From an optimization exercise on the open Yosys and OpenROAD flow, aimed at small area, a short achievable clock period and few clock cycles; shortcuts taken in it are not production practice.
At most, simulation tests tie the RTL to the original design; equivalence was not proved.
No activity file was given, so power comes from the tool's default toggle rates.

Setup of east:
Design CONVCOR, start of the top module:
module CONVCOR(
  input             clk,
  input             rst_n,
  input             in_valid,
  input      [15:0] in_a,
  input      [15:0] in_b,
  input             in_mode,
  output            out_valid,
  output     [35:0] out
);
Size in the first run: about 1600 cells after synthesis, ~73 I/O pins.
==> module CONVCOR, before the edit <==
module CONVCOR(
  input             clk,
  input             rst_n,
  input             in_valid,
  input      [15:0] in_a,
  input      [15:0] in_b,
  input             in_mode,
  output            out_valid,
  output     [35:0] out
);
reg  [3:0]  cnt;           
reg         mode;          
reg  [15:0] ra0, ra1, ra2, rb0, rb1, rb2;   
reg  [15:0] x;             
reg  [3:0]  yr_one, yr_two, yr_neg, yi_one, yi_two, yi_neg;
reg  [1:0]  np, nq;
reg  [17:0] ps_ra, ps_rb, ps_ia, ps_ib;
reg  [35:0] acc, q, o;
reg         ld_q, o_sum, o_q;
reg         ov;
wire        idle    = (cnt == 4'd0);
wire        start   = idle & in_valid;
wire        mode_nx = start ? in_mode : mode;
wire        cj      = idle ? in_mode : mode;
reg  [3:0]  cnt_nx;
always @(*) begin
  if (!rst_n)                                          cnt_nx = 4'd0;
  else if (idle)                                       cnt_nx = in_valid ? 4'd2 : 4'd0;
  else if ((mode && cnt == 4'd6) || (!mode && cnt == 4'd12)) cnt_nx = 4'd0;
  else                                                 cnt_nx = cnt + 4'd1;
end
reg [1:0] xs, ys;
reg       uacc_nx, ld_q_nx, o_sum_nx, o_q_nx, ov_nx;
always @(*) begin
  xs = 2'd3; ys = 2'd3;
  uacc_nx = 1'b0; ld_q_nx = 1'b0; o_sum_nx = 1'b0; o_q_nx = 1'b0; ov_nx = 1'b0;
  if (mode) begin
    case (cnt)
      4'd3: uacc_nx = 1'b1;
      4'd4: begin uacc_nx = 1'b1; o_sum_nx = 1'b1; end
      4'd5: ov_nx = 1'b1;
      default: ;
    endcase
  end else begin
    case (cnt)
      4'd2:  begin xs = 2'd0;             o_sum_nx = 1'b1; end
      4'd3:  begin xs = 2'd0; ys = 2'd1; end
      4'd4:  begin xs = 2'd1; ys = 2'd1; uacc_nx = 1'b1; ld_q_nx = 1'b1; end
      4'd5:  begin xs = 2'd0; ys = 2'd1; end
      4'd6:  begin xs = 2'd2; ys = 2'd1; uacc_nx = 1'b1; end
      4'd7:  begin xs = 2'd1; ys = 2'd0; uacc_nx = 1'b1; ld_q_nx = 1'b1; o_q_nx = 1'b1; ov_nx = 1'b1; end
      4'd8:  begin xs = 2'd1; ys = 2'd2;                                  o_q_nx = 1'b1; ov_nx = 1'b1; end
      4'd9:  begin xs = 2'd2; ys = 2'd2; uacc_nx = 1'b1; o_sum_nx = 1'b1;                 ov_nx = 1'b1; end
      4'd10: begin                                         o_sum_nx = 1'b1;                 ov_nx = 1'b1; end
      4'd11: begin                                                                          ov_nx = 1'b1; end
      default: ;
    endcase
  end
  if (!rst_n) begin
    uacc_nx = 1'b0; ld_q_nx = 1'b0; o_sum_nx = 1'b0; o_q_nx = 1'b0; ov_nx = 1'b0;
  end
end
always @(posedge clk) begin
  cnt  <= cnt_nx;
  mode <= mode_nx;
  ld_q <= ld_q_nx; o_sum <= o_sum_nx; o_q <= o_q_nx;
  ov   <= ov_nx;
end
wire ld_ring = (cnt <= 4'd3);
always @(posedge clk) begin
  ra0 <= ld_ring ? in_a : ra2;  ra1 <= ra0;  ra2 <= ra1;
  rb0 <= ld_ring ? in_b : rb2;  rb1 <= rb0;  rb2 <= rb1;
end
wire [15:0] x_nx = (xs == 2'd0) ? ra0 : (xs == 2'd1) ? ra1 : (xs == 2'd2) ? ra2 : in_a;
wire [15:0] y_nx = (ys == 2'd0) ? rb0 : (ys == 2'd1) ? rb1 : (ys == 2'd2) ? rb2 : in_b;
function [11:0] booth;   
  input [7:0] v;
  input       ng;
  integer k;
  reg b2, b1, b0;
  begin
    for (k = 0; k < 4; k = k + 1) begin
      b2 = v[2*k+1]; b1 = v[2*k]; b0 = (k == 0) ? 1'b0 : v[2*k-1];
      booth[k]     = b1 ^ b0;
      booth[4+k]   = (b2 & ~b1 & ~b0) | (~b2 & b1 & b0);
      booth[8+k]   = b2 ^ ng;
    end
  end
endfunction
wire [11:0] eyr = booth(y_nx[15:8], 1'b0);
wire [11:0] eyi = booth(y_nx[7:0], cj);
always @(posedge clk) begin
  x <= x_nx;
  {yr_neg, yr_two, yr_one} <= eyr;
  {yi_neg, yi_two, yi_one} <= eyi;
  np <= {eyr[11] & ~eyi[11], eyr[11] ^ ~eyi[11]};
  nq <= {eyr[11] & eyi[11],  eyr[11] ^ eyi[11]};
end
wire [17:0] ra, rb, ia, ib;
ptree u_pt (.xr(x[15:8]), .xi(x[7:0]),
            .yr_one(yr_one), .yr_two(yr_two), .yr_neg(yr_neg),
            .yi_one(yi_one), .yi_two(yi_two), .yi_neg(yi_neg),
            .np(np), .nq(nq), .ra(ra), .rb(rb), .ia(ia), .ib(ib));
always @(posedge clk) begin
  ps_ra <= ra; ps_rb <= rb; ps_ia <= ia; ps_ib <= ib;
end
wire [17:0] gr = acc[35:18], gi = acc[17:0];
wire [17:0] sr_s = ps_ra ^ ps_rb ^ gr;
wire [17:0] sr_c = (ps_ra & ps_rb) | (ps_ra & gr) | (ps_rb & gr);
wire [17:0] si_s = ps_ia ^ ps_ib ^ gi;
wire [17:0] si_c = (ps_ia & ps_ib) | (ps_ia & gi) | (ps_ib & gi);
wire [17:0] sr = sr_s + {sr_c[16:0], 1'b0};
wire [17:0] si = si_s + {si_c[16:0], 1'b0};
wire [35:0] sum = {sr, si};
always @(posedge clk) begin
  acc <= {36{uacc_nx}} & sum;    
  if (ld_q) q <= sum;
  if (o_sum)    o <= sum;
  else if (o_q) o <= q;
end
assign out_valid = ov;
assign out = {36{ov}} & o;
endmodule
clock: 10.0 ns
lec_check: 0
cap_margin: 20
core_margin: 2
core_utilization: 40
slew_margin: 20
standard.sh (not shown) runs the stock make flow with config.mk's settings and CLKGATE_MAP_FILE= SYNTH_SCRIPT=/design/flow/synth_recipe.tcl, a recipe that flattens the netlist after the stock synthesis.
==> flow/flow/run.sh <==
#!/bin/bash
set -euo pipefail
bash standard.sh SETUP_SLACK_MARGIN=6.6 "BUFFER_PORTS_ARGS=-buffer_cell sky130_fd_sc_hd__buf_2" finish > make_finish.log 2>&1
The following lists how north was set up differently from east:
diff --git a/flow/design.v b/flow/design.v
--- a/flow/design.v
+++ b/flow/design.v
@@ -17,7 +17,7 @@
 reg  [17:0] ps_ra, ps_rb, ps_ia, ps_ib;
 reg  [35:0] acc, q, o;
 reg         ld_q, o_sum, o_q;
-reg         ov;
+reg         ov, ovn;       
 wire        idle    = (cnt == 4'd0);
 wire        start   = idle & in_valid;
 wire        mode_nx = start ? in_mode : mode;
@@ -65,6 +65,7 @@
   mode <= mode_nx;
   ld_q <= ld_q_nx; o_sum <= o_sum_nx; o_q <= o_q_nx;
   ov   <= ov_nx;
+  ovn  <= ~ov_nx;
 end
 wire ld_ring = (cnt <= 4'd3);
 always @(posedge clk) begin
@@ -119,7 +120,7 @@
   else if (o_q) o <= q;
 end
 assign out_valid = ov;
-assign out = {36{ov}} & o;
+assign out = {~({18{ovn}} | ~o[35:18]), {18{ov}} & o[17:0]};
 endmodule
 module ptree(
   input  [7:0] xr, input [7:0] xi,
Results
north: no failed stages, no open violations at the end. Compared east against north; register clock-pin slew on the reported worst setup and hold paths within noise. Wire length of the first global-routing pass | north below east. Against east, final sequential cell count in north rose slightly. Comparing north and east, switching portion of total power is higher on east. east → north: arrival time of the worst setup path saw a decrease, total wirelength of the detailed-routed design moved down, die area moved down. Of north and east, the lower non-filler instance count after layout belongs to north. Compared with east, in north total met3 wirelength after detailed routing decreased by 8.0% relative to the old numbers, routing usage on met2 shows no meaningful change.
Testbench counts of north, summed over its fixed seeds: cycles 21,468.
For east, only the layout was checked, not whether the RTL still works.

* * *

CONVCOR with an RTL version that a note above also has.
Size in the first run: ~320 flip-flops, roughly 17,000 sq um of cells after synthesis.
==> module CONVCOR, before the edit <==
module CONVCOR(
  input             clk,
  input             rst_n,
  input             in_valid,
  input      [15:0] in_a,
  input      [15:0] in_b,
  input             in_mode,
  output            out_valid,
  output     [35:0] out
);
reg  [3:0]  cnt;           
reg         mode;          
reg  [15:0] ra0, ra1, ra2, rb0, rb1, rb2;   
reg  [15:0] x;             
reg  [3:0]  yr_one, yr_two, yr_neg, yi_one, yi_two, yi_neg;
reg  [1:0]  np, nq;
reg  [17:0] ps_ra, ps_rb, ps_ia, ps_ib;
reg  [35:0] acc, q, o;
reg         ld_q, o_sum, o_q;
reg         ov, ovn;       
wire        idle    = (cnt == 4'd0);
wire        start   = idle & in_valid;
wire        mode_nx = start ? in_mode : mode;
wire        cj      = idle ? in_mode : mode;
reg  [3:0]  cnt_nx;
always @(*) begin
  if (!rst_n)                                          cnt_nx = 4'd0;
  else if (idle)                                       cnt_nx = in_valid ? 4'd2 : 4'd0;
  else if ((mode && cnt == 4'd6) || (!mode && cnt == 4'd12)) cnt_nx = 4'd0;
  else                                                 cnt_nx = cnt + 4'd1;
end
reg [1:0] xs, ys;
reg       uacc_nx, ld_q_nx, o_sum_nx, o_q_nx, ov_nx;
always @(*) begin
  xs = 2'd3; ys = 2'd3;
  uacc_nx = 1'b0; ld_q_nx = 1'b0; o_sum_nx = 1'b0; o_q_nx = 1'b0; ov_nx = 1'b0;
  if (mode) begin
    case (cnt)
      4'd3: uacc_nx = 1'b1;
      4'd4: begin uacc_nx = 1'b1; o_sum_nx = 1'b1; end
      4'd5: ov_nx = 1'b1;
      default: ;
    endcase
  end else begin
    case (cnt)
      4'd2:  begin xs = 2'd0;             o_sum_nx = 1'b1; end
      4'd3:  begin xs = 2'd0; ys = 2'd1; end
      4'd4:  begin xs = 2'd1; ys = 2'd1; uacc_nx = 1'b1; ld_q_nx = 1'b1; end
      4'd5:  begin xs = 2'd0; ys = 2'd1; end
      4'd6:  begin xs = 2'd2; ys = 2'd1; uacc_nx = 1'b1; end
      4'd7:  begin xs = 2'd1; ys = 2'd0; uacc_nx = 1'b1; ld_q_nx = 1'b1; o_q_nx = 1'b1; ov_nx = 1'b1; end
      4'd8:  begin xs = 2'd1; ys = 2'd2;                                  o_q_nx = 1'b1; ov_nx = 1'b1; end
      4'd9:  begin xs = 2'd2; ys = 2'd2; uacc_nx = 1'b1; o_sum_nx = 1'b1;                 ov_nx = 1'b1; end
      4'd10: begin                                         o_sum_nx = 1'b1;                 ov_nx = 1'b1; end
      4'd11: begin                                                                          ov_nx = 1'b1; end
      default: ;
    endcase
  end
  if (!rst_n) begin
    uacc_nx = 1'b0; ld_q_nx = 1'b0; o_sum_nx = 1'b0; o_q_nx = 1'b0; ov_nx = 1'b0;
  end
end
always @(posedge clk) begin
  cnt  <= cnt_nx;
  mode <= mode_nx;
  ld_q <= ld_q_nx; o_sum <= o_sum_nx; o_q <= o_q_nx;
  ov   <= ov_nx;
  ovn  <= ~ov_nx;
end
wire ld_ring = (cnt <= 4'd3);
always @(posedge clk) begin
  ra0 <= ld_ring ? in_a : ra2;  ra1 <= ra0;  ra2 <= ra1;
  rb0 <= ld_ring ? in_b : rb2;  rb1 <= rb0;  rb2 <= rb1;
end
wire [15:0] x_nx = (xs == 2'd0) ? ra0 : (xs == 2'd1) ? ra1 : (xs == 2'd2) ? ra2 : in_a;
wire [15:0] y_nx = (ys == 2'd0) ? rb0 : (ys == 2'd1) ? rb1 : (ys == 2'd2) ? rb2 : in_b;
function [11:0] booth;   
  input [7:0] v;
  input       ng;
  integer k;
  reg b2, b1, b0;
  begin
    for (k = 0; k < 4; k = k + 1) begin
      b2 = v[2*k+1]; b1 = v[2*k]; b0 = (k == 0) ? 1'b0 : v[2*k-1];
      booth[k]     = b1 ^ b0;
      booth[4+k]   = (b2 & ~b1 & ~b0) | (~b2 & b1 & b0);
      booth[8+k]   = b2 ^ ng;
    end
  end
endfunction
wire [11:0] eyr = booth(y_nx[15:8], 1'b0);
wire [11:0] eyi = booth(y_nx[7:0], cj);
always @(posedge clk) begin
  x <= x_nx;
  {yr_neg, yr_two, yr_one} <= eyr;
  {yi_neg, yi_two, yi_one} <= eyi;
  np <= {eyr[11] & ~eyi[11], eyr[11] ^ ~eyi[11]};
  nq <= {eyr[11] & eyi[11],  eyr[11] ^ eyi[11]};
end
wire [17:0] ra, rb, ia, ib;
ptree u_pt (.xr(x[15:8]), .xi(x[7:0]),
            .yr_one(yr_one), .yr_two(yr_two), .yr_neg(yr_neg),
            .yi_one(yi_one), .yi_two(yi_two), .yi_neg(yi_neg),
            .np(np), .nq(nq), .ra(ra), .rb(rb), .ia(ia), .ib(ib));
always @(posedge clk) begin
  ps_ra <= ra; ps_rb <= rb; ps_ia <= ia; ps_ib <= ib;
end
wire [17:0] gr = acc[35:18], gi = acc[17:0];
wire [17:0] sr_s = ps_ra ^ ps_rb ^ gr;
wire [17:0] sr_c = (ps_ra & ps_rb) | (ps_ra & gr) | (ps_rb & gr);
wire [17:0] si_s = ps_ia ^ ps_ib ^ gi;
wire [17:0] si_c = (ps_ia & ps_ib) | (ps_ia & gi) | (ps_ib & gi);
wire [17:0] sr = sr_s + {sr_c[16:0], 1'b0};
wire [17:0] si = si_s + {si_c[16:0], 1'b0};
wire [35:0] sum = {sr, si};
always @(posedge clk) begin
  acc <= {36{uacc_nx}} & sum;    
  if (ld_q) q <= sum;
  if (o_sum)    o <= sum;
  else if (o_q) o <= q;
end
assign out_valid = ov;
assign out = {~({18{ovn}} | ~o[35:18]), {18{ov}} & o[17:0]};
endmodule
Settings: LEC_CHECK=0, CAP_MARGIN=20, CORE_MARGIN=2, CORE_UTILIZATION=40, CTS_CLUSTER_DIAMETER=80, CTS_CLUSTER_SIZE=24, SLEW_MARGIN=20; clock period 10.0 ns.
==> flow/flow/run.sh <==
#!/bin/bash
set -euo pipefail
bash standard.sh SETUP_SLACK_MARGIN=6.8 "BUFFER_PORTS_ARGS=-buffer_cell sky130_fd_sc_hd__buf_2" finish > make_finish.log 2>&1
Testbench counts at the start, summed over its fixed seeds: cycles 21,468.
Then changed:
--- a/flow/design.v
+++ b/flow/design.v
@@ -19,4 +19,6 @@
 reg         ld_q, o_sum, o_q;
 reg         ov, ovn;       
+reg         ov_pre;        
+reg         ovd, ovdn;     
 wire        idle    = (cnt == 4'd0);
 wire        start   = idle & in_valid;
@@ -61,4 +63,5 @@
   end
 end
+wire ov_pre_nx = mode_nx ? (cnt_nx == 4'd5) : (cnt_nx >= 4'd7 && cnt_nx <= 4'd11);
 always @(posedge clk) begin
   cnt  <= cnt_nx;
@@ -67,12 +70,17 @@
   ov   <= ov_nx;
   ovn  <= ~ov_nx;
+  ov_pre <= ov_pre_nx;
+  ovd  <= ov_pre & rst_n;
+  ovdn <= ~(ov_pre & rst_n);
 end
 wire ld_ring = (cnt <= 4'd3);
+wire [15:0] ra0_nx = ld_ring ? in_a : ra2;
+wire [15:0] rb0_nx = ld_ring ? in_b : rb2;
 always @(posedge clk) begin
-  ra0 <= ld_ring ? in_a : ra2;  ra1 <= ra0;  ra2 <= ra1;
-  rb0 <= ld_ring ? in_b : rb2;  rb1 <= rb0;  rb2 <= rb1;
+  ra0 <= ra0_nx;  ra1 <= ra0;  ra2 <= ra1;
+  rb0 <= rb0_nx;  rb1 <= rb0;  rb2 <= rb1;
 end
-wire [15:0] x_nx = (xs == 2'd0) ? ra0 : (xs == 2'd1) ? ra1 : (xs == 2'd2) ? ra2 : in_a;
-wire [15:0] y_nx = (ys == 2'd0) ? rb0 : (ys == 2'd1) ? rb1 : (ys == 2'd2) ? rb2 : in_b;
+wire [15:0] x_nx = (xs == 2'd0) ? ra0 : (xs == 2'd1) ? ra1 : ra0_nx;
+wire [15:0] y_nx = (ys == 2'd0) ? rb0 : (ys == 2'd1) ? rb1 : rb0_nx;
 function [11:0] booth;   
   input [7:0] v;
@@ -121,5 +129,5 @@
 end
 assign out_valid = ov;
-assign out = {~({18{ovn}} | ~o[35:18]), {18{ov}} & o[17:0]};
+assign out = {~({9{ovdn}} | ~o[35:27]), {9{ovd}} & o[26:18], ~({9{ovn}} | ~o[17:9]), {9{ov}} & o[8:0]};
 endmodule
 module ptree(
=> Core utilization rose by 0.25 points; final area rose by 1.0%; clock-buffer cell count does not change; die area rose by 0.98%; routed wire length rose by 3.4%; flip-flop and latch count rose by 12; hold slack improved by 13 ps; area after synthesis rose by 1.0%; clock power rose by 4.1%; worst setup slack improved by 33 ps; sequential share of layout area rose by 0.88 points; total power rose by 7.4%; sequential power rose by about 7%; final cell count rose by 3.4%.
Function not checked in the second run of this note: the RTL went through the layout flow alone.

re-timing with driven ports:
The flow's constraints put no driver on any port. The routed layouts listed below were extracted and timed again, unchanged, in two steps.
Step 1, drivers: a clkbuf_16 drives clk and a buf_2 each remaining input, both assumed.
Step 2, shift: input delay + t, output delay - t, t = (earliest + latest rising clock arrival at the registers) / 2. This alone moves slack from input paths to output paths.
a / b / c = ideal / step 1 / step 2; a / b = the first two.
| run | t (ns) | slack for setup (ns) | clock arrival spread, ns | slew at the worst register clock pin (ns) |
|---|---|---|---|---|
| east | 0.594 | 6.622 / 6.569 / 6.656 | 0.036 / 0.036 | 0.07 / 0.07 |
| north | 0.601 | 6.722 / 6.665 / 6.599 | 0.019 / 0.020 | 0.06 / 0.06 |
| the first run of note 2 | 0.575 | 6.760 / 6.705 / 6.677 | 0.025 / 0.025 | 0.09 / 0.09 |
| the second run of note 2 | 0.583 | 6.793 / 6.737 / 6.377 | 0.025 / 0.025 | 0.09 / 0.09 |
After both steps setup and hold are still met in every run listed. For the second run of note 2, which loses most, drivers alone change the setup slack by -0.056 ns; drivers and shift together by -0.416 ns.
